This is an optimization exercise on Yosys and OpenROAD, whose aim is small area and a short achievable clock period, not a production implementation. RTL that was checked went through simulation tests only; none was proved equivalent to the original. No functional check of the RTL was part of run 5. Power figures rest on the tool's default switching activity, not on a simulated workload.

**flow/config.mk**
```make
export PLATFORM = sky130hd
export DESIGN_NAME = System
export DESIGN_NICKNAME = System
export VERILOG_FILES = /design/flow/design.v
export SDC_FILE = /design/flow/constraint.sdc
export NUM_CORES = 4
export LEC_CHECK = 0
export CAP_MARGIN = 20
export CORE_MARGIN = 2
export CORE_UTILIZATION = 60
export SLEW_MARGIN = 20
```
**flow/constraint.sdc**
```tcl
create_clock -name core_clock -period 17.0 [get_ports {CLK}]
set_input_delay 3.4000 -clock core_clock [delete_from_list [all_inputs] [get_ports {CLK}]]
set_output_delay 3.4000 -clock core_clock [all_outputs]
set_load 0.01 [all_outputs]
```
**flow/design.v**
```verilog
`timescale 1ns / 1ps
module NextMux(S, A, B, Y);
	input S;
	input [34:0] A, B;
	output [34:0] Y;
	assign Y = S ? A : B;
endmodule
module Check(n0, n1, n2, n3, n4, e0, e1, e2, e3, e4, q02, q34, q1);
	input [6:0] n0, n1, n2, n3, n4, e0, e1, e2, e3, e4;
	output q02, q34, q1;
	function eqk9;
		input [8:0] x, y, kc;
		reg [8:0] c;
		begin
			c = (x & y) | ((x | y) & ~kc);
			eqk9 = (x ^ y ^ kc) == {c[7:0], 1'b0};
		end
	endfunction
	function [6:0] addk7;
		input [6:0] x, kc;
		integer k;
		reg c;
		begin
			c = 1'b0;
			for (k = 0; k < 7; k = k + 1) begin
				addk7[k] = x[k] ^ kc[k] ^ c;
				c = (x[k] & kc[k]) | (c & (x[k] | kc[k]));
			end
		end
	endfunction
	wire [6:0] ne2x = ~e2;
	wire [6:0] ne4x = ~e4;
	wire s0 = e0[0] ^ ne2x[0];
	wire s3 = e3[0] ^ ne4x[0];
	wire v = eqk9({2'b0, e0}, {2'b0, ne2x}, {1'b0, s0, 1'b0, ~s0, 3'b000, ~s0, s0}) &
	         eqk9({2'b0, e3}, {2'b0, ne4x}, {1'b0, ~s3, 1'b0, s3, 4'b0000, s3});
	wire [6:0] h1 = e1[0] ? {1'b0, e1[6:1]} : addk7({1'b0, e1[6:1]}, 7'd47);
	wire [6:0] ne2 = ~e2;
	wire [6:0] a02 = n0 ^ n2 ^ ne2;
	wire [6:0] b02 = (n0 & n2) | (n0 & ne2) | (n2 & ne2);
	assign q02 = eqk9({2'b0, a02}, {1'b0, b02, 1'b0}, {1'b0, ~a02[0], 1'b1, a02[0], 4'b1111, a02[0]});
	wire [6:0] ne4 = ~e4;
	wire [6:0] a34 = n3 ^ n4 ^ ne4;
	wire [6:0] b34 = (n3 & n4) | (n3 & ne4) | (n4 & ne4);
	wire s34 = a34[0];
	wire hi3 = (n3[6:2] == 5'b10111) & (n3[1] ^ n3[0]);
	wire hi4 = (n4[6:2] == 5'b10111) & (n4[1] ^ n4[0]);
	wire x34 = hi3 & hi4 & (e4[6:1] == 6'd0) & (e4[0] ? (n3[1] & n4[1]) : (n3[1] ^ n4[1]));
	assign q34 = eqk9({2'b0, a34}, {1'b0, b34, 1'b0}, {1'b0, s34, 1'b1, ~s34, 2'b11, ~s34, s34, s34}) | x34;
	assign q1 = v & (n1 == h1);
endmodule
module System(RESET, CLK, ENCRYPTED, PASSWD_INIT, FLAG, FOUND, TXD);
	input RESET;
	input CLK;
	input [0:39] ENCRYPTED;
	input [0:39] PASSWD_INIT;
	output FLAG;
	output FOUND;
	output TXD;
	function [6:0] inc7;
		input [6:0] x;
		input c;
		integer k;
		reg t;
		begin
			t = c;
			for (k = 0; k < 7; k = k + 1) begin
				inc7[k] = x[k] ^ t;
				t = t & x[k];
			end
		end
	endfunction
	wire [6:0] e0 = ENCRYPTED[1:7];
	wire [6:0] e1 = ENCRYPTED[9:15];
	wire [6:0] e2 = ENCRYPTED[17:23];
	wire [6:0] e3 = ENCRYPTED[25:31];
	wire [6:0] e4 = ENCRYPTED[33:39];
	wire [34:0] init = {PASSWD_INIT[1:7], PASSWD_INIT[9:15], PASSWD_INIT[17:23], PASSWD_INIT[25:31], PASSWD_INIT[33:39]};
	reg rst_q;
	always @(posedge CLK) rst_q <= RESET;
	reg [6:0] p0, p1, p2, p3, p4;
	reg f02, f34, f1;
	wire found = f02 & f34 & f1;
	wire w4 = p4 == 7'd94;
	wire w3 = p3 == 7'd94;
	wire w2 = p2 == 7'd94;
	wire w1 = p1 == 7'd94;
	wire top = w4 & w3 & w2 & w1 & (p0 == 7'd94);
	wire stop = found | top;
	wire c4 = !stop;
	wire c3 = c4 & w4;
	wire c2 = c3 & w3;
	wire c1 = c2 & w2;
	wire c0 = c1 & w1;
	wire [6:0] i4 = (c3) ? 7'd0 : inc7(p4, c4);
	wire [6:0] i3 = (c2) ? 7'd0 : inc7(p3, c3);
	wire [6:0] i2 = (c1) ? 7'd0 : inc7(p2, c2);
	wire [6:0] i1 = (c0) ? 7'd0 : inc7(p1, c1);
	wire [6:0] i0 = inc7(p0, c0);
	wire [34:0] n;
	NextMux nm(.S(RESET), .A(init), .B({i0, i1, i2, i3, i4}), .Y(n));
	wire [6:0] n0 = n[34:28];
	wire [6:0] n1 = n[27:21];
	wire [6:0] n2 = n[20:14];
	wire [6:0] n3 = n[13:7];
	wire [6:0] n4 = n[6:0];
	wire q02, q34, q1;
	Check ck(.n0(n0), .n1(n1), .n2(n2), .n3(n3), .n4(n4), .e0(e0), .e1(e1), .e2(e2), .e3(e3), .e4(e4),
		.q02(q02), .q34(q34), .q1(q1));
	reg [14:0] hx;
	reg hb15;
	wire hz = hx[13:0] == 14'd0;
	always @(posedge CLK) begin
		p0 <= n0; p1 <= n1; p2 <= n2; p3 <= n3; p4 <= n4;
		f02 <= q02; f34 <= q34;
		f1 <= q1;
		hx <= rst_q ? 15'd2 : {hx[13:0], hx[14] ^ hx[13] ^ hz};
		hb15 <= rst_q ? 1'b0 : hb15 ^ (hz & !hx[14]);
	end
	assign FOUND = found;
	assign FLAG = (top & !found) | (hb15 & !rst_q);
	reg [8:0] ph;     
	reg [3:0] j;
	reg [2:0] b;
	reg txd;
	wire slot_end = ph == 9'd118;
	wire done = b == 3'd6;
	wire [8:0] phn = {ph[7:0], ph[8] ^ ph[4]};
	always @(posedge CLK) begin
		ph <= !stop ? 9'd1 : rst_q ? 9'd2 : slot_end ? 9'd1 : phn;
		if (rst_q) begin
			j <= 4'd6;
			b <= 3'd0;
		end else if (stop && slot_end) begin
			j <= (j == 4'd0) ? 4'd6 : {j[3] ^ (&j[2:0]), j[2] ^ (&j[1:0]), j[1] ^ j[0], ~j[0]};
			if (j == 4'd0 && !done) b <= {b[2] ^ (&b[1:0]), b[1] ^ b[0], ~b[0]};
		end
	end
	wire [7:0] bs = {1'b1, p0[j[2:0]], p1[j[2:0]], p2[j[2:0]], p3[j[2:0]], p4[j[2:0]], 2'b11};
	wire dbit = (j[2:0] == 3'd7) ? (b == 3'd0 || b >= 3'd6) : bs[3'd7 - b];
	wire low = !done & ((j == 4'd7) | (j[3] & !dbit));
	always @(posedge CLK) txd <= RESET | rst_q | !low;
	assign TXD = txd;
endmodule
```
**flow/flow/run.sh**
```bash
#!/bin/bash
export BUFFER_PORTS_ARGS="-buffer_cell sky130_fd_sc_hd__buf_1"
bash standard.sh SETUP_SLACK_MARGIN=11.6 finish > standard.log 2>&1
```
**flow/standard.sh**
```bash
#!/bin/bash
# synth_recipe.tcl (not shown) runs the flow's synth.tcl, then flattens the netlist and writes it again
# the make line also repeats each setting of config.mk as NAME=value (left out here)
make -C /OpenROAD-flow-scripts/flow DESIGN_CONFIG=/design/flow/config.mk WORK_HOME=/design/flow/orfs CLKGATE_MAP_FILE= SYNTH_SCRIPT=/design/flow/synth_recipe.tcl "${@:-finish}"
```
==> results of run 1 <==
==> kinds of logic after synthesis <==
family	Yosys count
AOI/OAI and AO/OA	64
xor gates and xnor gates	42
buffers and inverters	79
DFF	72
adders and majority gates	84
muxes	30
and+or+nand+nor	167
==> worst min path at each step <==
stage                                 from               end  slack (ns)  cells past startpoint
after floorplan           hx[0]$_SDFF_PP0_  hx[1]$_SDFF_PP1_        0.42                      1
after global placement    ph[6]$_SDFF_PP0_  ph[7]$_SDFF_PP0_        0.43                      1
after detailed placement  hx[0]$_SDFF_PP0_  hx[1]$_SDFF_PP1_        0.44                      1
after CTS                 hx[0]$_SDFF_PP0_  hx[1]$_SDFF_PP1_        0.46                      1
after global routing      ph[6]$_SDFF_PP0_  ph[7]$_SDFF_PP0_        0.47                      1
final                     ph[6]$_SDFF_PP0_  ph[7]$_SDFF_PP0_        0.46                      1
==> stage by stage <==
stage               util [%]  setup WS (ns)
detailed placement      66.1          10.74
global route            70.8          11.56
CTS                     70.5          11.59
floorplan                  -          11.11
finish                  70.8          11.62
global placement        66.1          10.74
==> flip-flops by register name, indices dropped and copies added, names as in the netlist <==
signal,cells
b,3
f02,1
f1,1
f34,1
hb15,1
hx,15
j,4
p0,7
p1,7
p2,7
p3,7
p4,7
ph,9
rst_q,1
txd,1
==> area by class of cell <==
type	count	area, um^2
fill	645	2380
tap	105	131
timing repair buffer	79	384
inverter	60	225
multi-input combinational	387	3380
clock inverter	7	103
sequential	72	1440
clock buffer	9	124
==> routing by layer <==
metal  vias up  GRT usage, %
met5         -             0
met4         0          8.81
met3        17          3.84
met2       109          44.0
met1      1909          34.5
li1       1993             -
==> cells in the mapped netlist (4+ instances only) <==
library cell,number,area [um^2]
clkbuf_1,12,45.0
mux4_2,5,113
nor2_1,32,120
xnor2_1,26,228
nor2b_1,17,106
nand4b_1,4,35.0
ha_1,63,788
nor3b_1,4,30.0
nor4_1,12,75.1
o21ai_0,19,95.1
nand2_1,49,184
nand3b_1,5,37.5
nand3_1,7,35.0
fa_1,21,420
a31oi_1,6,37.5
nor3_1,7,35.0
nand4_1,6,37.5
dfxtp_1,72,1440
mux2i_1,16,160
buf_1,4,15.0
xor2_1,16,140
a21oi_1,7,35.0
inv_1,60,225
and2_1,10,62.6
mux2_2,8,90.1
==> power groups by stage <==
stage               combinational, mW  clock (mW)  sequential [mW]
floorplan                      0.0925           0            0.189
global placement                0.115           0            0.192
detailed placement              0.119           0            0.192
CTS                             0.125       0.158            0.188
global route                    0.143       0.165            0.190
finish                          0.126       0.156            0.188
==> worst reg2reg max path: stages (launching register included) <==
cell and delay (ns):
dfxtp_1 0.33, nand4b_1 0.19, nor3_1 0.27, nand3_1 0.15, nand2b_1 0.34, or3_2 0.59
nor3_1 0.29, ha_1 0.21, ha_1 0.14, ha_1 0.13, ha_1 0.14, ha_1 0.15
ha_1 0.23, mux2_2 0.28, fa_1 0.48, inv_1 0.05, fa_1 0.37, xnor2_1 0.17
nand3b_1 0.11, nor4_2 0.27
==> timing repair <==
action                                  4_1_cts  5_1_grt
gates resized for setup                      12       15
hold buffers                                  0        0
endpoints found under the setup margin        3        4
cloned                                        2        0
setup buffers                                 2        0
endpoints found under the hold margin         0        0
pin swaps                                    10        7
==> summary.md, run 1 <==
| Metric | Value |
|---|---|
| Status | `timing/DRC/antenna clean` |
| Critical Path AT | `5.66 ns` |
| Sequential area share after synthesis | `28.5%` |
| Post-synthesis adder-cell area fraction | `23.9%` |
| Complex-gate fraction of the synthesized area | `8.62%` |
| Worst setup EP type | `flip-flop` |
| CTS tree | `yes` |
| Uppermost layer routed | `met4` |
| Total CTS buffers | `9` |
| Top delay family on crit path | `adder cells` |
| Total track usage | `26.1%` |
| Crit path max fanout | `17` |
| Routed wl met2 | `5.44 mm` |
| Die Wd | `95.7 um` |
| Die H | `95.7 um` |
| Sequential group share of total power | `40.0%` |
| Bufs and invs on worst path | `3` |
| Num Clock Sinks | `72` |
| Worst Max-Slew Pin Slew | `0.904 ns` |
| Cell internal pwr | `0.324 mW` |
| H-tree level count | `3` |
| Fin area | `5790 um^2` |
| RSZ-0062 raised after global routing | `yes` |
| Root Buffer | `clkbuf_8` |
| Largest net degree at the start of global routing | `33` |
| Nets | `775` |
| Post-Synthesis Cells | `538` |
| Commonest non-fill, non-tap cells in the layout | `72 x dfxtp_1, 72 x buf_1, 61 x ha_1, 58 x inv_1, 49 x nand2_1` |
| GRT overflow | `0` |
| Crit share post-route | `31.6%` |
| Vias per cell | `5.60` |
| Maximum vdd drop | `49.0 uV` |
| Via Count | `4028` |
| Gate power share | `26.9%` |
| MaxCap Viol Count | `0` |
| Vias in the first global route | `3896` |
| First-pass GRT wire length | `18.2 mm` |
| Crit path required time | `17.29 ns` |
| Leakage Power | `2.61 nW` |
| Avg Cell Area, Syn | `9.39 um^2` |
| Worst setup path endpoint | `f34$_DFF_P_` |
| Final routed DRC violation total | `0` |
| Area post-placement | `5400 um^2` |
| N_diodes | `0` |
| Final setup skew | `0.0141 ns` |
| Synthesized flop and latch total | `72` |
| R2r setup slk | `12.03 ns` |
| Top_reg_cell synth | `dfxtp_1` |
| # rows | `33` |
| Drt total wl | `11.3 mm` |
| Hpwl dp | `8.75 mm` |
| Placed cells | `699` |
| Met1 wire length | `5.14 mm` |
| Crit. Startpoint | `RESET` |
| DRT Pass-1 Iters | `7` |
| Count of cell types in the netlist | `57` |
| Mux contribution to synthesized area | `7.71%` |
| Share of cells above drive strength 1 | `10.3%` |
| Worst r2r path cells | `19` |
| Crit path cell chain | `clkbuf_4 > buf_12 > nand2_1 > o21a_1 > fa_2 > inv_2 > fa_1 > xor2_1 > nand3_1 > nor4_2 > a21o_1` |
| GP Congestion | `0.858` |
| F_max | `186 MHz` |
| Synthesis-to-layout area growth | `14.7%` |
| Pwr/cell area | `81.3 nW/um^2` |
| Hold WS | `0.459 ns` |
| Antenna violations before repair | `0` |
| Hold Path Class | `reg -> reg` |
| Clock network fraction of total power | `33.2%` |
| Element type at the critical path start | `input port` |
| Simple-gate share of the synthesized area | `17.8%` |
| Switching share of total power | `31.2%` |
| Fin crit period | `5.38 ns` |
| NetSw | `0.147 mW` |
| Core area | `8180 um^2` |
| Final setup vio count | `0` |
| Met3 wire length | `513 um` |
| Critical R2R Capture | `f02$_DFF_P_` |
| Worst rel slew slack | `39.7%` |
| Hold Vio Cnt, Final | `0` |
| Yosys warns | `2` |
| Port bufs | `74` |
| Synthesized area | `5050 um^2` |
| Drt wl/cell | `15.7 um` |
| Die area | `9170 um^2` |
| Crit Path Category | `in -> reg` |
| Stages on worst setup path | `11` |
| Main combinational cell family by area after synthesis | `adder cells` |
| Tot Pwr | `0.471 mW` |
| Number of synthesized flops with an enable pin | `0` |
| Post-Layout Cell Count | `719` |
| Initial core utilization | `61.8%` |
| IO Count | `85` |
| Post-route ant nets | `0` |
| Critical R2R Launch | `p4[0]$_DFF_P_` |
| Initial drt markers | `189` |
| Clock latency on the worst-skew pair | `0.35 ns` |
| Ys async rst share | `0%` |
| Worst path max stage delay | `0.60 ns` |
| Maximum root-to-sink buffer count | `2` |
| CP max stage cell | `fa_2` |
| Final Max Tran Viols | `0` |
| Reg clk slew, reported paths | `0.08 ns` |
| Xor and xnor fraction of the mapped netlist area | `7.28%` |
| Syn nets | `704` |
| Final TNS setup | `0 ns` |
==> inputs of run 2 (changes only) <==
--- a/flow/config.mk
+++ b/flow/config.mk
@@ -7,5 +7,6 @@
 export LEC_CHECK = 0
+export ABC_AREA = 1
 export CAP_MARGIN = 20
 export CORE_MARGIN = 2
-export CORE_UTILIZATION = 60
+export CORE_UTILIZATION = 70
 export SLEW_MARGIN = 20
==> run 2 against run 1 <==
- power grew 3.1%
- sequential share of layout area shrank 1.4 points
- global-route usage grew 8.7 points
- still clean on timing, DRC and antenna
- clock skew shrank 0.0046 ns
- synthesized cell count grew 31%
- sequential power is essentially flat
- first-iteration DRC count grew 140%
- flip-flop and latch count is the same
- cell area grew 5.8%
- clock power grew 7%
==> summary.md, run 2 <==
| Metric | Value |
|---|---|
| Syn nets | `870` |
| Maximum root-to-sink buffer count | `2` |
| Register area | `1440 um^2` |
| Die H | `90.4 um` |
| Maximum vdd drop | `54.2 uV` |
| Commonest non-fill, non-tap cell in the layout | `nand2_1` |
| Number of synthesized flops with an enable pin | `0` |
| DRT Pass-1 Iters | `5` |
| Count of cell types in the netlist | `44` |
| Crit share post-route | `31.5%` |
| Hold Path Class | `reg -> reg` |
| Synthesis-to-layout area growth | `17.1%` |
| Vias in the first global route | `4925` |
| Yosys top cell by area | `dfxtp_1` |
| Antenna violations before repair | `0` |
| Reg clk slew, reported paths | `0.08 ns` |
| Max FFs per register | `15` |
| Worst setup EP type | `flip-flop` |
| Post-Synthesis Cells | `704` |
| Num Clock Sinks | `72` |
| Port bufs | `74` |
| Multi-input logic area | `3330 um^2` |
| Top cell type's share of synthesized area | `27.6%` |
| Pwr/cell area | `79.3 nW/um^2` |
| Commonest non-fill, non-tap cells in the layout | `148 x nand2_1, 123 x inv_1, 73 x buf_1, 72 x dfxtp_1, 63 x ha_1` |
| Area contributors post-synth | `dfxtp_1 28%, ha_1 15%, nand2_1 11%` |
| Synthesized flop and latch total | `72` |
| Crit path required time | `17.24 ns` |
| Commonest cells in the netlist | `160 x nand2_1, 126 x inv_1, 72 x dfxtp_1, 63 x ha_1, 63 x nor2_1` |
| Largest net degree at the start of global routing | `24` |
| F_max | `187 MHz` |
| Initial drt markers | `454` |
| MaxCap Viol Count | `0` |
| CTS tree | `yes` |
| Vias per cell | `5.66` |
| Final setup vio count | `0` |
| Die area | `8180 um^2` |
| Worst rel slew slack | `47.8%` |
| # rows | `31` |
| Hpwl dp | `9.64 mm` |
| Initial core utilization | `72.1%` |
| GP Congestion | `0.949` |
| Total CTS buffers | `9` |
| Synthesized area | `5230 um^2` |
| Final setup skew | `0.00946 ns` |
| RSZ-0062 raised after global routing | `no` |
| Total track usage | `34.8%` |
| Final Max Tran Viols | `0` |
| Clock latency on the worst-skew pair | `0.36 ns` |
| Final routed DRC violation total | `0` |
| Worst Max-Slew Pin Slew | `0.782 ns` |
| Post-route ant nets | `0` |
| Status | `timing/DRC/antenna clean` |
| Die Wd | `90.4 um` |
| Nets | `953` |
| Critical Path AT | `5.59 ns` |
| Element type at the critical path start | `input port` |
| # fillers | `482` |
| Reg with most FFs | `hx` |
| N_diodes | `0` |
| Crit path max fanout | `13` |
| Yosys warns | `2` |
| Drt total wl | `13.9 mm` |
| H-tree level count | `3` |
| Ys async rst share | `0%` |
| CTS Hold Bufs | `0` |
| Avg Cell Area, Syn | `7.43 um^2` |
| IO Count | `85` |
| Drt wl/cell | `15.6 um` |
| Sequential area share after synthesis | `27.6%` |
| Count leader, synth | `nand2_1` |
| Top_reg_cell synth | `dfxtp_1` |
| Root Buffer | `clkbuf_8` |
| Final TNS setup | `0 ns` |
| Leakage Power | `3.10 nW` |
| First-pass GRT wire length | `22.5 mm` |
| Largest regs | `hx (15), ph (9)` |
| Crit Path Category | `in -> reg` |
| Share of cells above drive strength 1 | `9.97%` |
| Via Count | `5046` |
| Hold Vio Cnt, Final | `0` |
| Fin crit period | `5.35 ns` |
| GRT overflow | `0` |
| Core area | `7250 um^2` |
| Util after Layout | `84.4%` |
run 2: stage by stage:
stage               worst slack (ns)  power [mW]  hold slack (ns)  cell area, um^2  cells
floorplan                      11.54       0.275            0.400             5310    704
global placement               10.88       0.298            0.415             5610    866
detailed placement             10.82       0.305            0.423             5610    866
CTS                            11.61       0.477            0.434             6060    889
global route                   11.60       0.509            0.454             6120    891
finish                         11.65       0.485            0.432             6120    891
run 2: per-layer routing:
metal	share of wire [%]	wire length, um	track usage, %
met4	4.5	620	18.1
met5	0	0	0
met1	40	5600	41.8
met2	48	6680	60.2
met3	7.1	991	5.43
run 2: kinds of logic (layout without fill, tap and decap cells):
kind of cell / count (synthesis) / in the layout / share of synthesized area, %
adders and majority gates: 84 / 84 / 23.1
AOI/OAI and AO/OA: 67 / 67 / 7.66
buffers and inverters: 144 / 232 / 10.4
xor gates and xnor gates: 20 / 20 / 3.35
DFF: 72 / 72 / 27.6
and+or+nand+nor: 317 / 317 / 28.0
run 2: final timing paths:
kind / from / to / slack [ns] / cells after the start
max: RESET / f02$_DFF_P_ / 11.65 / 10
min: hx[11]$_SDFF_PP0_ / hx[12]$_SDFF_PP0_ / 0.43 / 2
max reg2reg: p1[2]$_DFF_P_ / f02$_DFF_P_ / 12.51 / 23
min reg2reg: hx[11]$_SDFF_PP0_ / hx[12]$_SDFF_PP0_ / 0.43 / 2
run 2: cell type report:
type	count	area share (%)
sequential	72	23.5
timing repair inverter	1	0.266
multi-input combinational	488	54.3
inverter	132	8.56
clock buffer	9	2.02
clock inverter	7	1.96
tap	99	2.02
timing repair buffer	83	7.31
run 2: power breakdown:
part           switching [mW]  internal [mW]  leakage, nW
Sequential            0.00877          0.178        0.595
Clock                  0.0693         0.0976        0.119
Combinational          0.0745         0.0568         2.38
Total                   0.153          0.333         3.10
run 2: what timing repair did:
action	4_1_cts	5_1_grt
resized for setup	19	18
pin swaps	5	11
cloned	4	0
buffers inserted	3	2
endpoints found under the setup margin	2	2
run 2: worst max-delay path, cell delays in order:
cell       delay, ns
buf_8           0.10
bufbuf_16       0.27
clkinv_8        0.09
nand2_1         0.07
nand2_1         0.11
fa_1            0.41
ha_1            0.33
a211oi_1        0.31
o2111ai_2       0.16
a2111oi_2       0.34
==> inputs of run 3 (changes only) <==
--- a/flow/config.mk
+++ b/flow/config.mk
@@ -7,3 +7,2 @@
 export LEC_CHECK = 0
-export ABC_AREA = 1
 export CAP_MARGIN = 20
==> run 3 against run 2 <==
- non-clock buffer count shrank 4
- critical path type unchanged
- cell count shrank 20%
- synthesized area shrank 3.4%
- largest cell class unchanged
- sequential power is essentially flat
- global-route usage shrank 3.0 points
- register-to-register slack lost 0.43 ns
==> summary.md, run 3 <==
| Metric | Value |
|---|---|
| # rows | `30` |
| Final setup vio count | `0` |
| Fin crit period | `5.35 ns` |
| Worst rel slew slack | `49.0%` |
| Crit share post-route | `31.5%` |
| Root Buffer | `clkbuf_8` |
| H-tree level count | `3` |
| Die Wd | `88.9 um` |
| Crit path max fanout | `17` |
| DRT Pass-1 Iters | `5` |
| Maximum vdd drop | `38.6 uV` |
| Synthesized area | `5050 um^2` |
| Reg clk slew, reported paths | `0.09 ns` |
| Crit path required time | `17.30 ns` |
| Crit Path Category | `in -> reg` |
| Element type at the critical path start | `input port` |
| Count leader, synth | `dfxtp_1` |
| Yosys top cell by area | `dfxtp_1` |
| Hold Vio Cnt, Final | `0` |
| Vias in the first global route | `4146` |
| Antenna violations before repair | `0` |
| Sequential group share of total power | `42.0%` |
| Nets | `775` |
| Number of synthesized flops with an enable pin | `0` |
| Gate power share | `29.4%` |
| Ys async rst share | `0%` |
| Commonest cells in the netlist | `72 x dfxtp_1, 63 x ha_1, 60 x inv_1, 49 x nand2_1, 32 x nor2_1` |
| Top_reg_cell synth | `dfxtp_1` |
| CTS tree | `yes` |
| Drt total wl | `11.9 mm` |
| First-pass GRT wire length | `19.2 mm` |
| MaxCap Viol Count | `0` |
| Post-Synthesis Cells | `538` |
| Yosys warns | `2` |
| Status | `timing/DRC/antenna clean` |
| Critical Path AT | `5.65 ns` |
| Die area | `7910 um^2` |
| Maximum root-to-sink buffer count | `2` |
| Drt wl/cell | `16.7 um` |
| Hold Path Class | `reg -> reg` |
| Hold WS | `0.447 ns` |
| N_diodes | `0` |
| Port bufs | `74` |
| Core area | `6870 um^2` |
| Worst r2r path cells | `18` |
| GP Congestion | `0.893` |
| Sequential area share after synthesis | `28.5%` |
| Largest net degree at the start of global routing | `33` |
| Final TNS setup | `0 ns` |
| Top cell type's share of synthesized area | `28.5%` |
| Via Count | `4105` |
| Num Clock Sinks | `72` |
| Count of cell types in the netlist | `57` |
| Hpwl dp | `8.86 mm` |
| Cell internal pwr | `0.296 mW` |
| Clock network fraction of total power | `28.6%` |
| Avg Cell Area, Syn | `9.39 um^2` |
| Reg with most FFs | `hx` |
| Total track usage | `31.8%` |
| Synthesized flop and latch total | `72` |
| WHS Path Cells | `1` |
| Pwr/cell area | `77.9 nW/um^2` |
| Final routed DRC violation total | `0` |
| Leakage Power | `2.58 nW` |
| # fillers | `404` |
| F_max | `187 MHz` |
| Total CTS buffers | `9` |
| Largest regs | `hx (15), ph (9)` |
| Worst Max-Slew Pin Slew | `0.764 ns` |
| Post-route ant nets | `0` |
| Max FFs per register | `15` |
| Worst setup EP type | `flip-flop` |
| IO Count | `85` |
| Area contributors post-synth | `dfxtp_1 29%, ha_1 16%, fa_1 8.3%` |
| Final setup skew | `0.0150 ns` |
| NetSw | `0.152 mW` |
| Vias per cell | `5.78` |
| RSZ-0062 raised after global routing | `yes` |
| Commonest non-fill, non-tap cells in the layout | `72 x dfxtp_1, 72 x buf_1, 61 x ha_1, 57 x inv_1, 48 x nand2_1` |
| Switching share of total power | `33.9%` |
| Clock latency on the worst-skew pair | `0.36 ns` |
| Share of cells above drive strength 1 | `10.4%` |
| Initial drt markers | `280` |
| GRT overflow | `0` |
| Synthesis-to-layout area growth | `13.9%` |
| Syn nets | `704` |
| Initial core utilization | `73.5%` |
| Final Max Tran Viols | `0` |
| Die H | `88.9 um` |
## run 3: changes by cell type after synthesis, moves of 9 or more
cell and change:
a21oi_1 -11, and2_1 +9, inv_1 -66, mux2i_1 +16, nand2_1 -111, nand2_2 -10, nand3_1 -38, nor2_1 -31
nor2b_1 +17, xnor2_1 +14
## run 3: kinds of logic (layout without fill, tap and decap cells)
logic type | Yosys count | count (layout) | share of synthesized area [%]
simple gates | 167 | 167 | 17.8
fa+ha+maj | 84 | 84 | 23.9
buf+inv | 79 | 155 | 6.07
flops | 72 | 72 | 28.5
compound gates | 64 | 64 | 8.62
xor+xnor | 42 | 42 | 7.28
mux | 30 | 30 | 7.71
## run 3: worst paths after layout
path	startpoint	endpoint	slack (ns)
worst max register to register	p4[2]$_DFF_P_	f02$_DFF_P_	12.08
worst max-delay path	RESET	f34$_DFF_P_	11.65
worst min-delay path	hx[0]$_SDFF_PP0_	hx[1]$_SDFF_PP1_	0.45
worst min register to register	hx[0]$_SDFF_PP0_	hx[1]$_SDFF_PP1_	0.45
## run 3: layout make-up
type	count	area, um^2	area share (%)
Clock buffer	9	124	2.15
Inverter	60	225	3.92
Clock inverter	7	60.1	1.04
Tap cell	96	120	2.09
Timing Repair Buffer	79	387	6.72
Sequential cell	72	1440	25.1
Multi-Input combinational cell	387	3390	59.0
## run 3: metal layers
metal | routed length [um] | global-route usage (%) | vias up | part of all wire, %
met5 | 0 | 0 | - | 0
met3 | 601 | 5.26 | 24 | 5.1
met2 | 5930 | 55.1 | 142 | 50
met4 | 311 | 12.6 | 0 | 2.6
li1 | - | - | 1994 | -
met1 | 5040 | 39.8 | 1945 | 42
## run 3: worst max-delay path, cell delays in order
cell	delay [ns]
clkbuf_2	0.15
buf_12	0.17
nand2_1	0.07
o21a_1	0.16
fa_2	0.61
inv_2	0.07
fa_1	0.50
xor2_1	0.16
nand3_1	0.11
nor4_2	0.14
a21o_1	0.12
## run 3: what timing repair did
| item | in CTS | in global routing |
|---|---|---|
| buffers inserted | 0 | 1 |
| gates resized for setup | 15 | 12 |
| hold buffers | 0 | 0 |
| setup endpoints to repair | 3 | 4 |
| pin swaps | 8 | 5 |
| cloned | 2 | 0 |
## run 3: power by group through the flow
stage	clock [mW]	sequential [mW]	combinational (mW)
3_5_place_dp	0	0.191	0.121
4_1_cts	0.128	0.187	0.127
2_1_floorplan	0	0.189	0.0925
3_3_place_gp	0	0.191	0.114
5_1_grt	0.134	0.189	0.147
6_report	0.128	0.188	0.132
## run 3: through the flow
| step | utilization, % | area, um^2 | setup slack [ns] | total power [mW] | cells |
|---|---|---|---|---|---|
| 2_1_floorplan | - | 5120 | 11.11 | 0.281 | 538 |
| 3_3_place_gp | 78.6 | 5400 | 10.79 | 0.305 | 691 |
| 3_5_place_dp | 78.6 | 5400 | 10.72 | 0.312 | 691 |
| 4_1_cts | 83.0 | 5700 | 11.60 | 0.442 | 709 |
| 5_1_grt | 83.7 | 5750 | 11.53 | 0.470 | 710 |
| 6_report | 83.7 | 5750 | 11.65 | 0.448 | 710 |
==> inputs of run 4 (changes only) <==
==> flow/flow/run.sh (replaced) <==
#!/bin/bash
export BUFFER_PORTS_ARGS="-buffer_cell sky130_fd_sc_hd__buf_1"
bash standard.sh SETUP_SLACK_MARGIN=11.8 finish > standard.log 2>&1
==> run 4 against run 3 <==
- still clean
- routed wire length grew 7.1%
- critical endpoint unchanged
- synthesized cell count unchanged
- sequential share of layout area fell by 1.1 points
- highest routed layer unchanged
- register-to-register slack got worse by 0.12 ns
- clock-buffer cell count is 1 higher
==> summary.md, run 4 <==
| Metric | Value |
|---|---|
| H-tree level count | `3` |
| # fillers | `344` |
| Hpwl dp | `8.33 mm` |
| Largest regs | `hx (15), ph (9)` |
| Total track usage | `31.4%` |
| Synthesis-to-layout area growth | `19.1%` |
| Max FFs per register | `15` |
| Switching share of total power | `33.5%` |
| Sequential area share after synthesis | `28.5%` |
| Total CTS buffers | `9` |
| GP Congestion | `0.900` |
| Drt total wl | `12.7 mm` |
| Vias per cell | `6.03` |
| CTS tree | `yes` |
| Clock latency on the worst-skew pair | `0.36 ns` |
| Maximum vdd drop | `42.0 uV` |
| Complex-gate fraction of the synthesized area | `8.62%` |
| Synthesized area | `5050 um^2` |
| Final Max Tran Viols | `0` |
| MaxCap Viol Count | `0` |
| Synthesized flop and latch total | `72` |
| Reg with most FFs | `hx` |
| Die area | `7910 um^2` |
| Mux contribution to synthesized area | `7.71%` |
| Yosys top cell by area | `dfxtp_1` |
| Xor and xnor fraction of the mapped netlist area | `7.28%` |
| Root Buffer | `clkbuf_8` |
| Simple-gate share of the synthesized area | `17.8%` |
| Initial drt markers | `382` |
| Area contributors post-synth | `dfxtp_1 29%, ha_1 16%, fa_1 8.3%` |
| Hold Path Class | `reg -> reg` |
| Share of cells above drive strength 1 | `16.2%` |
| Worst Max-Slew Pin Slew | `0.913 ns` |
| Worst rel slew slack | `39.0%` |
| Status | `timing/DRC/antenna clean` |
| DRT Pass-1 Iters | `6` |
| Largest net degree at the start of global routing | `33` |
| Top_reg_cell synth | `dfxtp_1` |
| Commonest cells in the netlist | `72 x dfxtp_1, 63 x ha_1, 60 x inv_1, 49 x nand2_1, 32 x nor2_1` |
| Yosys warns | `2` |
| Crit share post-route | `31.6%` |
| Commonest non-fill, non-tap cell in the layout | `dfxtp_1` |
| Bufs and invs on worst path | `3` |
| Gate power share | `32.3%` |
| Main combinational cell family by area after synthesis | `adder cells` |
| Final routed DRC violation total | `0` |
| NetSw | `0.155 mW` |
| Die H | `88.9 um` |
| Hold WS | `0.459 ns` |
| Tot Pwr | `0.463 mW` |
| Initial core utilization | `73.5%` |
| Fin crit period | `5.37 ns` |
| GR peak layer | `met2` |
| N_diodes | `0` |
| Dpl ws | `10.72 ns` |
| Cell internal pwr | `0.308 mW` |
| Clock network fraction of total power | `26.9%` |
| Post-synthesis adder-cell area fraction | `23.9%` |
| Via Count | `4337` |
| Post-route ant nets | `0` |
| Post-Synthesis Cells | `538` |
| RSZ-0062 raised after global routing | `yes` |
| Top delay family on crit path | `adder cells` |
| GRT met1 Usage | `39.7%` |
| First-pass GRT wire length | `18.8 mm` |
| IO Count | `85` |
| Num Clock Sinks | `72` |
| Nets | `784` |
| Count of cell types in the netlist | `57` |
| Port bufs | `74` |
| Die Wd | `88.9 um` |
| Met3 Resource Use GR | `5.26%` |
| Syn nets | `704` |
| Maximum root-to-sink buffer count | `2` |
| Number of synthesized flops with an enable pin | `0` |
| Crit path cell chain | `clkbuf_16 > buf_16 > o21a_4 > fa_2 > inv_2 > fa_1 > xor2_1 > nand3_1 > nor4_2 > a21o_1` |
| Crit path required time | `17.29 ns` |
| Final setup vio count | `0` |
| Final setup skew | `0.0165 ns` |
| Leakage Power | `2.68 nW` |
| Hold Vio Cnt, Final | `0` |
| CTS Hold Bufs | `0` |
| Top cell type's share of synthesized area | `28.5%` |
| Sequential group share of total power | `40.9%` |
| Drt wl/cell | `17.7 um` |
| Crit Path Category | `in -> reg` |
| GRT overflow | `0` |
| # rows | `30` |
| Commonest non-fill, non-tap cells in the layout | `70 x dfxtp_1, 67 x buf_1, 55 x ha_1, 53 x inv_1, 49 x nand2_1` |
| Core area | `6870 um^2` |
| Worst path max stage delay | `0.55 ns` |
| Worst setup EP type | `flip-flop` |
| Critical Path AT | `5.66 ns` |
| Final TNS setup | `0 ns` |
| Count leader, synth | `dfxtp_1` |
| Ys async rst share | `0%` |
| Crit path max fanout | `8` |
| F_max | `186 MHz` |
| Reg clk slew, reported paths | `0.08 ns` |
| Antenna violations before repair | `0` |
| PnR worst setup slack | `11.63 ns` |
| Grt met2 use | `54.9%` |
| Avg Cell Area, Syn | `9.39 um^2` |
| Pwr/cell area | `76.9 nW/um^2` |
| Element type at the critical path start | `input port` |
| CP max stage cell | `fa_2` |
| Vias in the first global route | `4106` |
## run 4: cells by family after synthesis
family / Yosys count
buffers and inverters: 79
DFF: 72
and+or+nand+nor: 167
muxes: 30
AOI/OAI and AO/OA: 64
adders and majority gates: 84
xor gates and xnor gates: 42
## run 4: metal layers
metal / routed length (um) / vias up
met1: 5110 / 2073
met2: 6420 / 222
met5: 0 / -
met4: 296 / 0
li1: - / 2008
met3: 908 / 34
## run 4: final timing paths
check                      to  slack [ns]  depth (start not counted)             start
max reg2reg       f02$_DFF_P_       11.96                         18     p3[6]$_DFF_P_
min reg2reg  hx[1]$_SDFF_PP1_        0.46                          1  hx[0]$_SDFF_PP0_
min          hx[1]$_SDFF_PP1_        0.46                          1  hx[0]$_SDFF_PP0_
max               f34$_DFF_P_       11.63                         10             RESET
## run 4: repair_timing
item / 4_1_cts / 5_1_grt
setup endpoints to repair: 4 / 4
setup buffers: 7 / 2
pin swaps: 19 / 17
gates resized for setup: 40 / 34
gates cloned: 3 / 1
## run 4: power by group through the flow
stage	Sequential (mW)	Clock [mW]	Combinational, mW
final	0.189	0.124	0.149
after global routing	0.190	0.131	0.165
after CTS	0.188	0.124	0.132
after detailed placement	0.192	0	0.118
after global placement	0.191	0	0.113
after floorplan	0.189	0	0.0926
## run 4: through the flow
step	instances	instance area [um^2]	util (%)
final	719	6020	87.6
after CTS	716	5860	85.3
after floorplan	538	5120	-
after detailed placement	690	5400	78.6
after global placement	690	5400	78.6
after global routing	719	6020	87.6
## run 4: cell type report
| cell class | instances | area, um^2 | share of cell area (%) |
|---|---|---|---|
| Clock buffer | 10 | 138 | 2.29 |
| Clock inverter | 6 | 41.3 | 0.686 |
| Inverter | 60 | 231 | 3.85 |
| Multi-Input combinational cell | 387 | 3520 | 58.5 |
| Sequential cell | 72 | 1440 | 24.0 |
| Tap cell | 96 | 120 | 2.00 |
| Timing Repair Buffer | 88 | 522 | 8.67 |
==> inputs of run 5 (changes only) <==
--- a/flow/design.v
+++ b/flow/design.v
@@ -40,3 +40,3 @@
 	wire [6:0] b02 = (n0 & n2) | (n0 & ne2) | (n2 & ne2);
-	assign q02 = eqk9({2'b0, a02}, {1'b0, b02, 1'b0}, {1'b0, ~a02[0], 1'b1, a02[0], 4'b1111, a02[0]});
+	assign q02 = eqk9({2'b0, a02}, {1'b0, b02, 1'b0}, 9'd127) | eqk9({2'b0, a02}, {1'b0, b02, 1'b0}, 9'd222);
 	wire [6:0] ne4 = ~e4;
@@ -44,3 +44,2 @@
 	wire [6:0] b34 = (n3 & n4) | (n3 & ne4) | (n4 & ne4);
-	wire s34 = a34[0];
 	wire hi3 = (n3[6:2] == 5'b10111) & (n3[1] ^ n3[0]);
@@ -48,3 +47,3 @@
 	wire x34 = hi3 & hi4 & (e4[6:1] == 6'd0) & (e4[0] ? (n3[1] & n4[1]) : (n3[1] ^ n4[1]));
-	assign q34 = eqk9({2'b0, a34}, {1'b0, b34, 1'b0}, {1'b0, s34, 1'b1, ~s34, 2'b11, ~s34, s34, s34}) | x34;
+	assign q34 = eqk9({2'b0, a34}, {1'b0, b34, 1'b0}, 9'd124) | eqk9({2'b0, a34}, {1'b0, b34, 1'b0}, 9'd219) | x34;
 	assign q1 = v & (n1 == h1);
==> flow/flow/run.sh (replaced) <==
#!/bin/bash
export BUFFER_PORTS_ARGS="-buffer_cell sky130_fd_sc_hd__buf_1"
bash standard.sh SETUP_SLACK_MARGIN=11.6 finish > standard.log 2>&1
==> run 5 against run 4 <==
- clock skew down 0.0017 ns
- cell count rose by 1.9%
- combinational power decreased by 6%
- clock-buffer cell count is 1 lower
- flip-flop and latch count unchanged
- critical path type unchanged
- critical endpoint is now f02$_DFF_P_
==> summary.md, run 5 <==
| Metric | Value |
|---|---|
| Status | `timing/DRC/antenna clean` |
| Via Count | `4203` |
| Hold Crit Start | `hx[0]$_SDFF_PP0_` |
| Hold Vio Cnt, Final | `0` |
| Min-Delay Endpoint | `hx[1]$_SDFF_PP1_` |
| Share of cells above drive strength 1 | `12.0%` |
| Final Max Tran Viols | `0` |
| Count of cell types in the netlist | `60` |
| Synthesized flop and latch total | `72` |
| Vias in the first global route | `4251` |
| Commonest non-fill, non-tap cells in the layout | `73 x buf_1, 72 x dfxtp_1, 70 x inv_1, 66 x ha_1, 45 x nand2_1` |
| Final setup vio count | `0` |
| Crit path max fanout | `7` |
| CTS tree | `yes` |
| Die Wd | `90.0 um` |
| Ys async rst share | `0%` |
| Fin crit period | `5.38 ns` |
| Port bufs | `74` |
| Maximum vdd drop | `63.8 uV` |
| Post-Synthesis Cells | `550` |
| Reg clk slew, reported paths | `0.08 ns` |
| Worst r2r path cells | `20` |
| Worst rel slew slack | `49.6%` |
| Sequential area share after synthesis | `27.9%` |
| # rows | `31` |
| Post-route ant nets | `0` |
| Commonest non-fill, non-tap cell in the layout | `buf_1` |
| Final routed DRC violation total | `0` |
| Nets | `797` |
| WHS Path Cells | `1` |
| Crit path required time | `17.24 ns` |
| R2r setup slk | `11.97 ns` |
| Hpwl dp | `8.72 mm` |
| Tot Pwr | `0.480 mW` |
| Top_reg_cell synth | `dfxtp_1` |
| IO Count | `85` |
| H-tree level count | `3` |
| Antenna violations before repair | `0` |
| Final TNS setup | `0 ns` |
| Hold Path Class | `reg -> reg` |
| Area contributors post-synth | `dfxtp_1 28%, ha_1 17%, fa_1 6.6%` |
| Synthesized area | `5170 um^2` |
| Crit Path Category | `in -> reg` |
| # fillers | `453` |
| Clock latency on the worst-skew pair | `0.35 ns` |
| DRT Pass-1 Iters | `5` |
| Yosys warns | `2` |
| GP Congestion | `0.903` |
| Yosys top cell by area | `dfxtp_1` |
| Hold WS | `0.446 ns` |
| Die area | `8100 um^2` |
| Syn nets | `718` |
| Initial core utilization | `71.7%` |
| Total track usage | `29.6%` |
| Synthesis-to-layout area growth | `15.9%` |
| Vias per cell | `5.73` |
| CTS Hold Bufs | `0` |
| Post-Layout Cell Count | `733` |
| F_max | `186 MHz` |
| MaxCap Viol Count | `0` |
| Largest net degree at the start of global routing | `34` |
| Final setup skew | `0.0148 ns` |
| Pwr/cell area | `80.1 nW/um^2` |
| N_diodes | `0` |
| Num Clock Sinks | `72` |
| Count leader, synth | `dfxtp_1` |
| Maximum root-to-sink buffer count | `2` |
| Element type at the critical path start | `input port` |
| Crit share post-route | `31.7%` |
| Worst Max-Slew Pin Slew | `0.755 ns` |
| Top cell type's share of synthesized area | `27.9%` |
| RSZ-0062 raised after global routing | `yes` |
| Die H | `90.0 um` |
| Max FFs per register | `15` |
| Critical R2R Capture | `f02$_DFF_P_` |
| Worst setup EP type | `flip-flop` |
| Drt total wl | `12.1 mm` |
| Reg with most FFs | `hx` |
| Initial drt markers | `211` |
| Commonest cells in the netlist | `72 x dfxtp_1, 70 x inv_1, 69 x ha_1, 45 x nand2_1, 27 x xnor2_1` |
| Total CTS buffers | `9` |
| Placed cells | `706` |
| Number of synthesized flops with an enable pin | `0` |
| Leakage Power | `2.78 nW` |
| Critical R2R Launch | `p1[0]$_DFF_P_` |
| First-pass GRT wire length | `19.2 mm` |
| GRT overflow | `0` |
| Largest regs | `hx (15), ph (9)` |
| Root Buffer | `clkbuf_8` |
| Critical Path AT | `5.62 ns` |
| Drt wl/cell | `16.5 um` |
| Avg Cell Area, Syn | `9.41 um^2` |
| Core area | `7210 um^2` |
## run 5: layout make-up
cell class	count	area, um^2	area share, %
Inverter	71	267	4.44
Timing Repair Buffer	87	455	7.59
Clock inverter	7	103	1.71
Tap cell	99	124	2.07
Clock buffer	9	124	2.07
Multi-Input combinational cell	388	3480	58.1
Sequential cell	72	1440	24.0
## run 5: worst max path at each step
stage,from,to,slack [ns]
after floorplan,RESET,f34$_DFF_P_,11.28
after global placement,RESET,f34$_DFF_P_,10.83
after detailed placement,RESET,f34$_DFF_P_,10.81
after CTS,RESET,f34$_DFF_P_,11.57
after global routing,RESET,f02$_DFF_P_,11.53
final,RESET,f02$_DFF_P_,11.62
## run 5: routing by layer
metal | vias to the layer above | part of all wire, % | GRT usage, % | wire length (um)
met4 | 0 | 2.8 | 12.3 | 339
met2 | 167 | 51 | 52.3 | 6210
met5 | - | 0 | 0 | 0
met3 | 35 | 5.2 | 6.87 | 628
met1 | 1973 | 41 | 34.5 | 4900
li1 | 2028 | - | - | -
## run 5: cells by family (layout without fill, tap and decap cells)
kind of cell,after synthesis,after routing,synth area share (%)
AOI/OAI and AO/OA,64,64,8.51
muxes,26,26,6.70
and+or+nand+nor,163,163,18.4
buffers and inverters,90,174,6.96
adders and majority gates,86,86,23.3
xor gates and xnor gates,49,49,8.29
DFF,72,72,27.9
## run 5: through the flow
| step | instance area (um^2) | setup slack (ns) | util [%] |
|---|---|---|---|
| 2_1_floorplan | 5250 | 11.28 | - |
| 3_3_place_gp | 5520 | 10.83 | 76.4 |
| 3_5_place_dp | 5520 | 10.81 | 76.4 |
| 4_1_cts | 5800 | 11.57 | 80.4 |
| 5_1_grt | 6000 | 11.53 | 83.1 |
| 6_report | 6000 | 11.62 | 83.1 |
## run 5: critical path, stage by stage
cell     delay (ns)
buf_6          0.13
buf_12         0.14
buf_4          0.14
o21ai_1        0.19
inv_1          0.10
fa_1           0.59
inv_1          0.06
ha_1           0.33
xor2_2         0.19
o21ai_1        0.10
a21oi_1        0.19
nor3_2         0.07
## run 5: timing repair
action                                  4_1_cts  5_1_grt
resized for setup                             5       20
buffers inserted                              0        8
endpoints found under the setup margin        3        4
gates cloned                                  1        2
pin swaps                                     0       12
## run 5: where the power goes
part | internal [mW] | total [mW] | switching (mW)
Clock | 0.0841 | 0.152 | 0.0678
Combinational | 0.0666 | 0.140 | 0.0732
Sequential | 0.179 | 0.189 | 0.0100
Total | 0.329 | 0.480 | 0.151
==> inputs of run 6 (changes only) <==
--- a/flow/design.v
+++ b/flow/design.v
@@ -18,14 +18,2 @@
 	endfunction
-	function [6:0] addk7;
-		input [6:0] x, kc;
-		integer k;
-		reg c;
-		begin
-			c = 1'b0;
-			for (k = 0; k < 7; k = k + 1) begin
-				addk7[k] = x[k] ^ kc[k] ^ c;
-				c = (x[k] & kc[k]) | (c & (x[k] | kc[k]));
-			end
-		end
-	endfunction
 	wire [6:0] ne2x = ~e2;
@@ -36,3 +24,2 @@
 	         eqk9({2'b0, e3}, {2'b0, ne4x}, {1'b0, ~s3, 1'b0, s3, 4'b0000, s3});
-	wire [6:0] h1 = e1[0] ? {1'b0, e1[6:1]} : addk7({1'b0, e1[6:1]}, 7'd47);
 	wire [6:0] ne2 = ~e2;
@@ -40,3 +27,3 @@
 	wire [6:0] b02 = (n0 & n2) | (n0 & ne2) | (n2 & ne2);
-	assign q02 = eqk9({2'b0, a02}, {1'b0, b02, 1'b0}, 9'd127) | eqk9({2'b0, a02}, {1'b0, b02, 1'b0}, 9'd222);
+	assign q02 = eqk9({2'b0, a02}, {1'b0, b02, 1'b0}, {1'b0, ~a02[0], 1'b1, a02[0], 4'b1111, a02[0]});
 	wire [6:0] ne4 = ~e4;
@@ -44,2 +31,3 @@
 	wire [6:0] b34 = (n3 & n4) | (n3 & ne4) | (n4 & ne4);
+	wire s34 = a34[0];
 	wire hi3 = (n3[6:2] == 5'b10111) & (n3[1] ^ n3[0]);
@@ -47,4 +35,4 @@
 	wire x34 = hi3 & hi4 & (e4[6:1] == 6'd0) & (e4[0] ? (n3[1] & n4[1]) : (n3[1] ^ n4[1]));
-	assign q34 = eqk9({2'b0, a34}, {1'b0, b34, 1'b0}, 9'd124) | eqk9({2'b0, a34}, {1'b0, b34, 1'b0}, 9'd219) | x34;
-	assign q1 = v & (n1 == h1);
+	assign q34 = eqk9({2'b0, a34}, {1'b0, b34, 1'b0}, {1'b0, s34, 1'b1, ~s34, 2'b11, ~s34, s34, s34}) | x34;
+	assign q1 = v & eqk9({1'b0, n1, 1'b1}, {2'b0, ~e1}, {1'b0, ~e1[0], 1'b1, e1[0], 4'b1111, e1[0]});
 endmodule
@@ -132,3 +120,3 @@
 			b <= 3'd0;
-		end else if (stop && slot_end) begin
+		end else if (slot_end) begin    
 			j <= (j == 4'd0) ? 4'd6 : {j[3] ^ (&j[2:0]), j[2] ^ (&j[1:0]), j[1] ^ j[0], ~j[0]};
--- a/flow/config.mk
+++ b/flow/config.mk
@@ -9,3 +9,3 @@
 export CORE_MARGIN = 2
-export CORE_UTILIZATION = 70
+export CORE_UTILIZATION = 80
 export SLEW_MARGIN = 20
==> run 6 against run 5 <==
- the flow now stops in global routing (5_1_grt)
- synthesized cell count is 8.9% lower
- synthesized area down 5.0%
==> summary.md, run 6 <==
| Metric | Value |
|---|---|
| Initial core utilization | `83.1%` |
| Die H | `82.4 um` |
| Area contributors post-synth | `dfxtp_1 29%, ha_1 16%, fa_1 8.5%` |
| Syn nets | `668` |
| Number of synthesized flops with an enable pin | `0` |
| Status | `did not finish` |
| Ys async rst share | `0%` |
| Area post-placement | `5240 um^2` |
| Grt repair worst endpoint | `f34$_DFF_P_/D` |
| Largest net degree at the start of global routing | `31` |
| Synthesized flop and latch total | `72` |
| Avg Cell Area, Syn | `9.81 um^2` |
| Halt Stage | `global routing (5_1_grt)` |
| Num Clock Sinks | `72` |
| Top cell type's share of synthesized area | `29.3%` |
| Commonest cells in the netlist | `72 x dfxtp_1, 64 x ha_1, 56 x inv_1, 32 x nand2_1, 31 x xnor2_1` |
| Err | `[ERROR GRT-0232] Routing congestion too high. Check the congestion heatmap in the GUI.` |
| Post-Synthesis Cells | `501` |
| Synthesized area | `4920 um^2` |
| GRT overflow | `75` |
| Total track usage | `75.9%` |
| Yosys warns | `2` |
| Total CTS buffers | `9` |
| Worst endpoint type | `sequential cell input` |
| Top_reg_cell synth | `dfxtp_1` |
| Count leader, synth | `dfxtp_1` |
| CTS Hold Bufs | `0` |
| Die Wd | `82.4 um` |
| Maximum root-to-sink buffer count | `2` |
| Placed cells | `636` |
| Root Buffer | `clkbuf_8` |
| IO Count | `85` |
| Yosys top cell by area | `dfxtp_1` |
| Sequential area share after synthesis | `29.3%` |
| GP Congestion | `0.940` |
| Port bufs | `74` |
| H-tree level count | `3` |
| Hpwl dp | `8.95 mm` |
| Count of cell types in the netlist | `62` |
| # rows | `28` |
run 6: cell count changes after synthesis, sizes merged, moves of 6 or more:
cell	delta
a22o	+13
inv	-14
nand2	-13
nand3	-14
nor3	+6
o21ai	-13
run 6: per-layer routing:
metal / global-route usage (%) / GRT overflow
met5: 5.00 / 0
met4: 90.7 / 27
met3: 52.0 / 1
met2: 96.4 / 47
met1: 73.3 / 0
run 6: power groups by stage:
stage | clock network (mW) | registers, mW | logic, mW
after floorplan | 0 | 0.188 | 0.0926
after global placement | 0 | 0.190 | 0.113
after detailed placement | 0 | 0.191 | 0.122
after CTS | 0.170 | 0.188 | 0.137
run 6: worst max path at each step:
stage	start	endpoint	slack [ns]	cells after the start
after CTS	RESET	f34$_DFF_P_	11.59	12
after detailed placement	RESET	f34$_DFF_P_	10.87	11
after global placement	RESET	f34$_DFF_P_	10.91	12
after floorplan	RESET	f34$_DFF_P_	11.40	11
run 6: logic make-up after synthesis:
logic type,synth area share [%]
simple gates,16.0
fa+ha+maj,25.1
buf+inv,5.93
flops,29.3
compound gates,9.64
xor+xnor,8.55
mux,5.50
run 6: timing repair:
item	CTS
pin swaps	14
gates resized for setup	23
setup endpoints to repair	4
buffers inserted	2
cloned	3
run 6: per-stage QoR:
stage                     power, mW  util (%)  hold WS [ns]  worst slack (ns)
after CTS                     0.495      96.0         0.465             11.59
after floorplan               0.281         -         0.416             11.40
after detailed placement      0.313      88.5         0.431             10.87
after global placement        0.303      88.5         0.426             10.91
==> inputs of run 7 (changes only) <==
--- a/flow/config.mk
+++ b/flow/config.mk
@@ -9,3 +9,3 @@
 export CORE_MARGIN = 2
-export CORE_UTILIZATION = 80
+export CORE_UTILIZATION = 70
 export SLEW_MARGIN = 20
==> run 7 against run 6 <==
- the run now finishes clean
- synthesized area unchanged
- synthesized cell count unchanged
==> summary.md, run 7 <==
| Metric | Value |
|---|---|
| Count of cell types in the netlist | `62` |
| Vias per cell | `5.67` |
| First-pass GRT wire length | `17.6 mm` |
| Vias in the first global route | `3840` |
| # rows | `30` |
| Crit share post-route | `31.5%` |
| Number of synthesized flops with an enable pin | `0` |
| Fin area | `5630 um^2` |
| Drt wl/cell | `15.7 um` |
| CTS Hold Bufs | `0` |
| Final setup skew | `0.00796 ns` |
| Count leader, synth | `dfxtp_1` |
| Synthesized flop and latch total | `72` |
| Final TNS setup | `0 ns` |
| Yosys top cell by area | `dfxtp_1` |
| Reg clk slew, reported paths | `0.08 ns` |
| GRT overflow | `0` |
| Critical R2R Launch | `p0[1]$_DFF_P_` |
| Pwr/cell area | `82.6 nW/um^2` |
| Crit path max fanout | `8` |
| Util after Layout | `82.9%` |
| Worst Max-Slew Pin Slew | `1.01 ns` |
| Avg Cell Area, Syn | `9.81 um^2` |
| Met3 Resource Use GR | `6.69%` |
| Yosys warns | `2` |
| DRT Pass-1 Iters | `5` |
| # fillers | `433` |
| Maximum vdd drop | `42.5 uV` |
| Die area | `7710 um^2` |
| Commonest non-fill, non-tap cells in the layout | `73 x buf_1, 72 x dfxtp_1, 64 x ha_1, 54 x inv_1, 32 x nand2_1` |
| Synthesis-to-layout area growth | `14.5%` |
| Drt total wl | `10.7 mm` |
| Worst path max stage delay | `0.56 ns` |
| Sequential area share after synthesis | `29.3%` |
| Commonest non-fill, non-tap cell in the layout | `buf_1` |
| GRT met1 Usage | `38.8%` |
| Most frequent CP cell | `fa_1` |
| Die H | `87.8 um` |
| Ys async rst share | `0%` |
| Fin crit period | `5.35 ns` |
| GP Congestion | `0.862` |
| Grt met2 use | `48.4%` |
| Share of cells above drive strength 1 | `9.45%` |
| MaxCap Viol Count | `0` |
| Final Max Tran Viols | `0` |
| Initial core utilization | `72.4%` |
| Max FFs per register | `15` |
| Reg with most FFs | `hx` |
| Num Clock Sinks | `72` |
| Clock latency on the worst-skew pair | `0.35 ns` |
| Final setup vio count | `0` |
| Commonest cells in the netlist | `72 x dfxtp_1, 64 x ha_1, 56 x inv_1, 32 x nand2_1, 31 x xnor2_1` |
| Nets | `744` |
| CP max stage cell | `fa_1` |
| Area post-placement | `5260 um^2` |
| CTS tree | `yes` |
| Port bufs | `74` |
| Hold Path Class | `reg -> reg` |
| GR peak layer | `met2` |
| Leakage Power | `2.55 nW` |
| RSZ-0062 raised after global routing | `no` |
| Area contributors post-synth | `dfxtp_1 29%, ha_1 16%, fa_1 8.5%` |
| Post-Synthesis Cells | `501` |
| Die Wd | `87.8 um` |
| Initial drt markers | `209` |
| Worst setup EP type | `flip-flop` |
| Worst rel slew slack | `32.9%` |
| Crit Path Category | `in -> reg` |
| Maximum root-to-sink buffer count | `2` |
| Root Buffer | `clkbuf_8` |
| Top cell type's share of synthesized area | `29.3%` |
| Top_reg_cell synth | `dfxtp_1` |
| Post-route ant nets | `0` |
| Core area | `6790 um^2` |
| Total track usage | `30.0%` |
| Final routed DRC violation total | `0` |
| Hold Crit Start | `ph[5]$_SDFF_PP0_` |
| Largest net degree at the start of global routing | `31` |
| IO Count | `85` |
| Antenna violations before repair | `0` |
| Critical Path AT | `5.58 ns` |
| Hpwl dp | `8.16 mm` |
| Via Count | `3842` |
| Largest regs | `hx (15), ph (9)` |
| Crit. Startpoint | `RESET` |
| Element type at the critical path start | `input port` |
| F_max | `187 MHz` |
| Crit path required time | `17.23 ns` |
| H-tree level count | `3` |
| Syn nets | `668` |
| Crit path cell chain | `buf_6 > buf_12 > mux2_2 > fa_1 > fa_1 > xnor2_1 > nand3_1 > nor4_2` |
| Status | `timing/DRC/antenna clean` |
| Hold Vio Cnt, Final | `0` |
| N_diodes | `0` |
| Total CTS buffers | `9` |
| Synthesized area | `4920 um^2` |
## run 7: cell counts after synthesis
No cell type changed its count.
## run 7: worst paths after layout
check	end	slack (ns)	cells past startpoint
setup / recovery	f02$_DFF_P_	11.65	8
hold / removal	ph[6]$_SDFF_PP0_	0.45	1
setup reg to reg	f02$_DFF_P_	12.28	19
hold reg to reg	ph[6]$_SDFF_PP0_	0.45	1
## run 7: area by class of cell
class                           count  area (um^2)  share of cell area (%)
Clock buffer                       10          128                    2.27
Clock inverter                      6         93.8                    1.67
Inverter                           57          219                    3.89
Multi-Input combinational cell    356         3210                    57.1
Sequential cell                    72         1440                    25.6
Tap cell                           96          120                    2.13
Timing Repair Buffer               81          413                    7.33
## run 7: power by group
| group | total, mW | internal, mW | leakage, nW | switching, mW |
|---|---|---|---|---|
| logic | 0.128 | 0.0644 | 1.85 | 0.0634 |
| registers | 0.188 | 0.179 | 0.595 | 0.00985 |
| clock network | 0.149 | 0.0833 | 0.107 | 0.0652 |
| total | 0.465 | 0.326 | 2.55 | 0.138 |
## run 7: cell families after synthesis
kind of cell               Yosys count  synth area share (%)
DFF                                 72                  29.3
xor gates and xnor gates            48                  8.55
and+or+nand+nor                    139                  16.0
buffers and inverters               73                  5.93
adders and majority gates           86                  25.1
muxes                               21                  5.50
AOI/OAI and AO/OA                   62                  9.64
## run 7: repair_timing
item,CTS,global route
endpoints found under the setup margin,3,3
gates resized for setup,12,4
pin swaps,5,1
buffers inserted,2,1
cloned,2,1
## run 7: stage by stage
step	power [mW]	cells	setup slack (ns)	hold slack [ns]
floorplan	0.281	501	11.40	0.416
global placement	0.305	656	10.80	0.426
detailed placement	0.311	656	10.75	0.437
CTS	0.465	676	11.62	0.456
global route	0.492	678	11.62	0.464
finish	0.465	678	11.65	0.453
## run 7: worst max-delay path, delay by kind of cell
family,cells,cell delay (ns)
simple gates,2,0.36
fa+ha+maj,2,1.05
xor+xnor,1,0.13
buf+inv,2,0.28
mux,1,0.37
## run 7: per-layer routing
metal,up-vias,wire (um)
li1,1890,-
met1,1769,4690
met2,150,4970
met3,33,640
met4,0,361
met5,-,0
==> inputs of run 8 (changes only) <==
==> flow/flow/run.sh (replaced) <==
#!/bin/bash
export BUFFER_PORTS_ARGS="-buffer_cell sky130_fd_sc_hd__buf_1"
bash standard.sh SETUP_SLACK_MARGIN=11.7 finish > standard.log 2>&1
==> run 8 against run 7 <==
- flip-flop and latch count unchanged
- routed wire length up 11%
- worst setup slack worse by 0.010 ns
- clock-buffer cell count unchanged
- hold slack better by 0.00062 ns
- non-clock buffer count up 10
- maximum frequency down 0.19%
- cell area up 3.2%
- cell count up 1.5%
- sequential share of layout area down 0.76 points
- clock skew up 0.0042 ns
- still clean
- die area unchanged
==> summary.md, run 8 <==
| Metric | Value |
|---|---|
| Status | `timing/DRC/antenna clean` |
| MaxCap Viol Count | `0` |
| Reg with most FFs | `hx` |
| Die area | `7710 um^2` |
| Yosys warns | `2` |
| F_max | `187 MHz` |
| Largest regs | `hx (15), ph (9)` |
| Sequential area share after synthesis | `29.3%` |
| Crit path max fanout | `8` |
| Reg clk slew, reported paths | `0.08 ns` |
| Register area | `1440 um^2` |
| Commonest non-fill, non-tap cell in the layout | `buf_1` |
| Hold Path Class | `reg -> reg` |
| Top_reg_cell synth | `dfxtp_1` |
| Final TNS setup | `0 ns` |
| Synthesized area | `4920 um^2` |
| Crit Path Category | `in -> reg` |
| Core area | `6790 um^2` |
| # fillers | `377` |
| Vias in the first global route | `3998` |
| Fin crit period | `5.36 ns` |
| Root Buffer | `clkbuf_8` |
| Critical Path AT | `5.62 ns` |
| Drt total wl | `11.9 mm` |
| Tot Pwr | `0.480 mW` |
| RSZ-0062 raised after global routing | `yes` |
| Post-Synthesis Cells | `501` |
| Worst rel slew slack | `35.7%` |
| Area contributors post-synth | `dfxtp_1 29%, ha_1 16%, fa_1 8.5%` |
| H-tree level count | `3` |
| Total CTS buffers | `9` |
| Final setup vio count | `0` |
| GP Congestion | `0.862` |
| GRT overflow | `0` |
| Element type at the critical path start | `input port` |
| Ys async rst share | `0%` |
| Die Wd | `87.8 um` |
| Vias per cell | `5.94` |
| Final Max Tran Viols | `0` |
| # rows | `30` |
| DRT Pass-1 Iters | `6` |
| Yosys top cell by area | `dfxtp_1` |
| Commonest non-fill, non-tap cells in the layout | `72 x buf_1, 70 x dfxtp_1, 64 x ha_1, 52 x inv_1, 32 x nand2_1` |
| Maximum root-to-sink buffer count | `2` |
| Hpwl dp | `8.16 mm` |
| Nets | `754` |
| Antenna violations before repair | `0` |
| Pwr/cell area | `82.5 nW/um^2` |
| Count of cell types in the netlist | `62` |
| Avg Cell Area, Syn | `9.81 um^2` |
| First-pass GRT wire length | `18.6 mm` |
| Largest net degree at the start of global routing | `31` |
| Multi-input logic area | `3290 um^2` |
| Placed cells | `656` |
| Port bufs | `74` |
| Final setup skew | `0.0122 ns` |
| Share of cells above drive strength 1 | `13.5%` |
| Max FFs per register | `15` |
| Worst setup EP type | `flip-flop` |
| Num Clock Sinks | `72` |
| Drt wl/cell | `17.2 um` |
| CTS Hold Bufs | `0` |
| Dpl ws | `10.75 ns` |
| Number of synthesized flops with an enable pin | `0` |
| Leakage Power | `2.65 nW` |
| Crit share post-route | `31.5%` |
| Syn nets | `668` |
| Clock latency on the worst-skew pair | `0.36 ns` |
| Synthesized flop and latch total | `72` |
| Die H | `87.8 um` |
| Crit path required time | `17.25 ns` |
| Commonest cells in the netlist | `72 x dfxtp_1, 64 x ha_1, 56 x inv_1, 32 x nand2_1, 31 x xnor2_1` |
| Post-Layout Cell Count | `688` |
| Final routed DRC violation total | `0` |
| Top cell type's share of synthesized area | `29.3%` |
| Count leader, synth | `dfxtp_1` |
| Synthesis-to-layout area growth | `18.2%` |
| Post-route ant nets | `0` |
| Via Count | `4086` |
| PnR worst setup slack | `11.64 ns` |
| Total track usage | `31.9%` |
| Worst Max-Slew Pin Slew | `0.963 ns` |
| Hold Vio Cnt, Final | `0` |
| Initial drt markers | `258` |
| CTS tree | `yes` |
| Initial core utilization | `72.4%` |
| N_diodes | `0` |
| Maximum vdd drop | `50.1 uV` |
| IO Count | `85` |
-- run 8: cells by family after synthesis --
| family | after synthesis | share of synthesized area [%] |
|---|---|---|
| compound gates | 62 | 9.64 |
| buf+inv | 73 | 5.93 |
| simple gates | 139 | 16.0 |
| flops | 72 | 29.3 |
| fa+ha+maj | 86 | 25.1 |
| xor+xnor | 48 | 8.55 |
| mux | 21 | 5.50 |
-- run 8: timing repair --
action                     in CTS  in global routing
gates cloned                    3                  0
buffers inserted                9                  4
pin swaps                      12                 12
setup endpoints to repair       4                  4
resized for setup              21                 20
-- run 8: where the power goes --
group	switching (mW)	internal [mW]	leakage, nW
combinational	0.0705	0.0703	1.95
clock	0.0663	0.0833	0.107
sequential	0.0103	0.179	0.595
-- run 8: worst paths after layout --
| check | start | to | slack [ns] | cells past startpoint |
|---|---|---|---|---|
| max | RESET | f02$_DFF_P_ | 11.64 | 9 |
| min | ph[5]$_SDFF_PP0_ | ph[6]$_SDFF_PP0_ | 0.45 | 1 |
| max reg2reg | p0[2]$_DFF_P_ | f34$_DFF_P_ | 12.09 | 20 |
| min reg2reg | ph[5]$_SDFF_PP0_ | ph[6]$_SDFF_PP0_ | 0.45 | 1 |
-- run 8: per-layer routing --
| layer | up-vias | wire, um | GRT usage [%] |
|---|---|---|---|
| met3 | 65 | 1010 | 8.58 |
| met2 | 222 | 5580 | 50.7 |
| met5 | - | 0 | 0 |
| met1 | 1888 | 4690 | 39.8 |
| li1 | 1911 | - | - |
| met4 | 0 | 577 | 16.6 |
-- run 8: worst max-delay path, stage by stage --
cell and delay (ns):
buf_12 0.12, buf_12 0.14, a21oi_4 0.14, a22o_1 0.21
fa_2 0.49, fa_1 0.52, xnor2_1 0.20, nand3_1 0.14
nor4_4 0.26
-- run 8: through the flow --
stage          cell area [um^2]  hold slack [ns]  utilization, %
3_3_place_gp               5260            0.426            77.4
6_report                   5810            0.454            85.5
4_1_cts                    5710            0.456            84.1
5_1_grt                    5810            0.464            85.5
2_1_floorplan              4970            0.416               -
3_5_place_dp               5260            0.437            77.4
-- run 8: final cells by class --
cell class	instances	area share, %
Clock inverter	6	1.61
Timing Repair Buffer	91	8.89
Sequential cell	72	24.8
Multi-Input combinational cell	356	56.6
Clock buffer	10	2.20
Tap cell	96	2.07
Inverter	57	3.77

-- afterwards: timing with drivers on the ports --
The flow's constraints put no driver on any port. The routed layouts listed below were extracted and timed again, unchanged, in two steps. Step 1: set_driving_cell puts a clkbuf_16 on CLK and a buf_2 on each other input, an assumption about the parent block. Step 2, shift: input delay + t, output delay - t, t = (earliest + latest rising clock arrival at the registers) / 2. This alone moves slack from input paths to output paths. a / b / c = no drivers / after step 1 / after step 2; a / b = the first two.
run | t (ns) | setup WS [ns] | worst setup path after step 2 | clock arrival spread, ns
run 1 | 0.374 | 11.622 / 11.631 / 11.257 | input to register | 0.014 / 0.014
run 2 | 0.391 | 11.649 / 11.631 / 11.241 | input to register | 0.010 / 0.009
run 3 | 0.384 | 11.646 / 11.649 / 11.265 | input to register | 0.015 / 0.015
run 4 | 0.378 | 11.635 / 11.622 / 11.244 | input to register | 0.016 / 0.016
run 5 | 0.377 | 11.618 / 11.616 / 11.239 | input to register | 0.015 / 0.015
run 7 | 0.376 | 11.648 / 11.632 / 11.256 | input to register | 0.008 / 0.008
run 8 | 0.384 | 11.638 / 11.618 / 11.234 | input to register | 0.013 / 0.013
After both steps setup and hold are still met in every run listed. For run 2, which loses most, drivers alone change the setup slack by -0.018 ns; drivers and shift together by -0.408 ns.
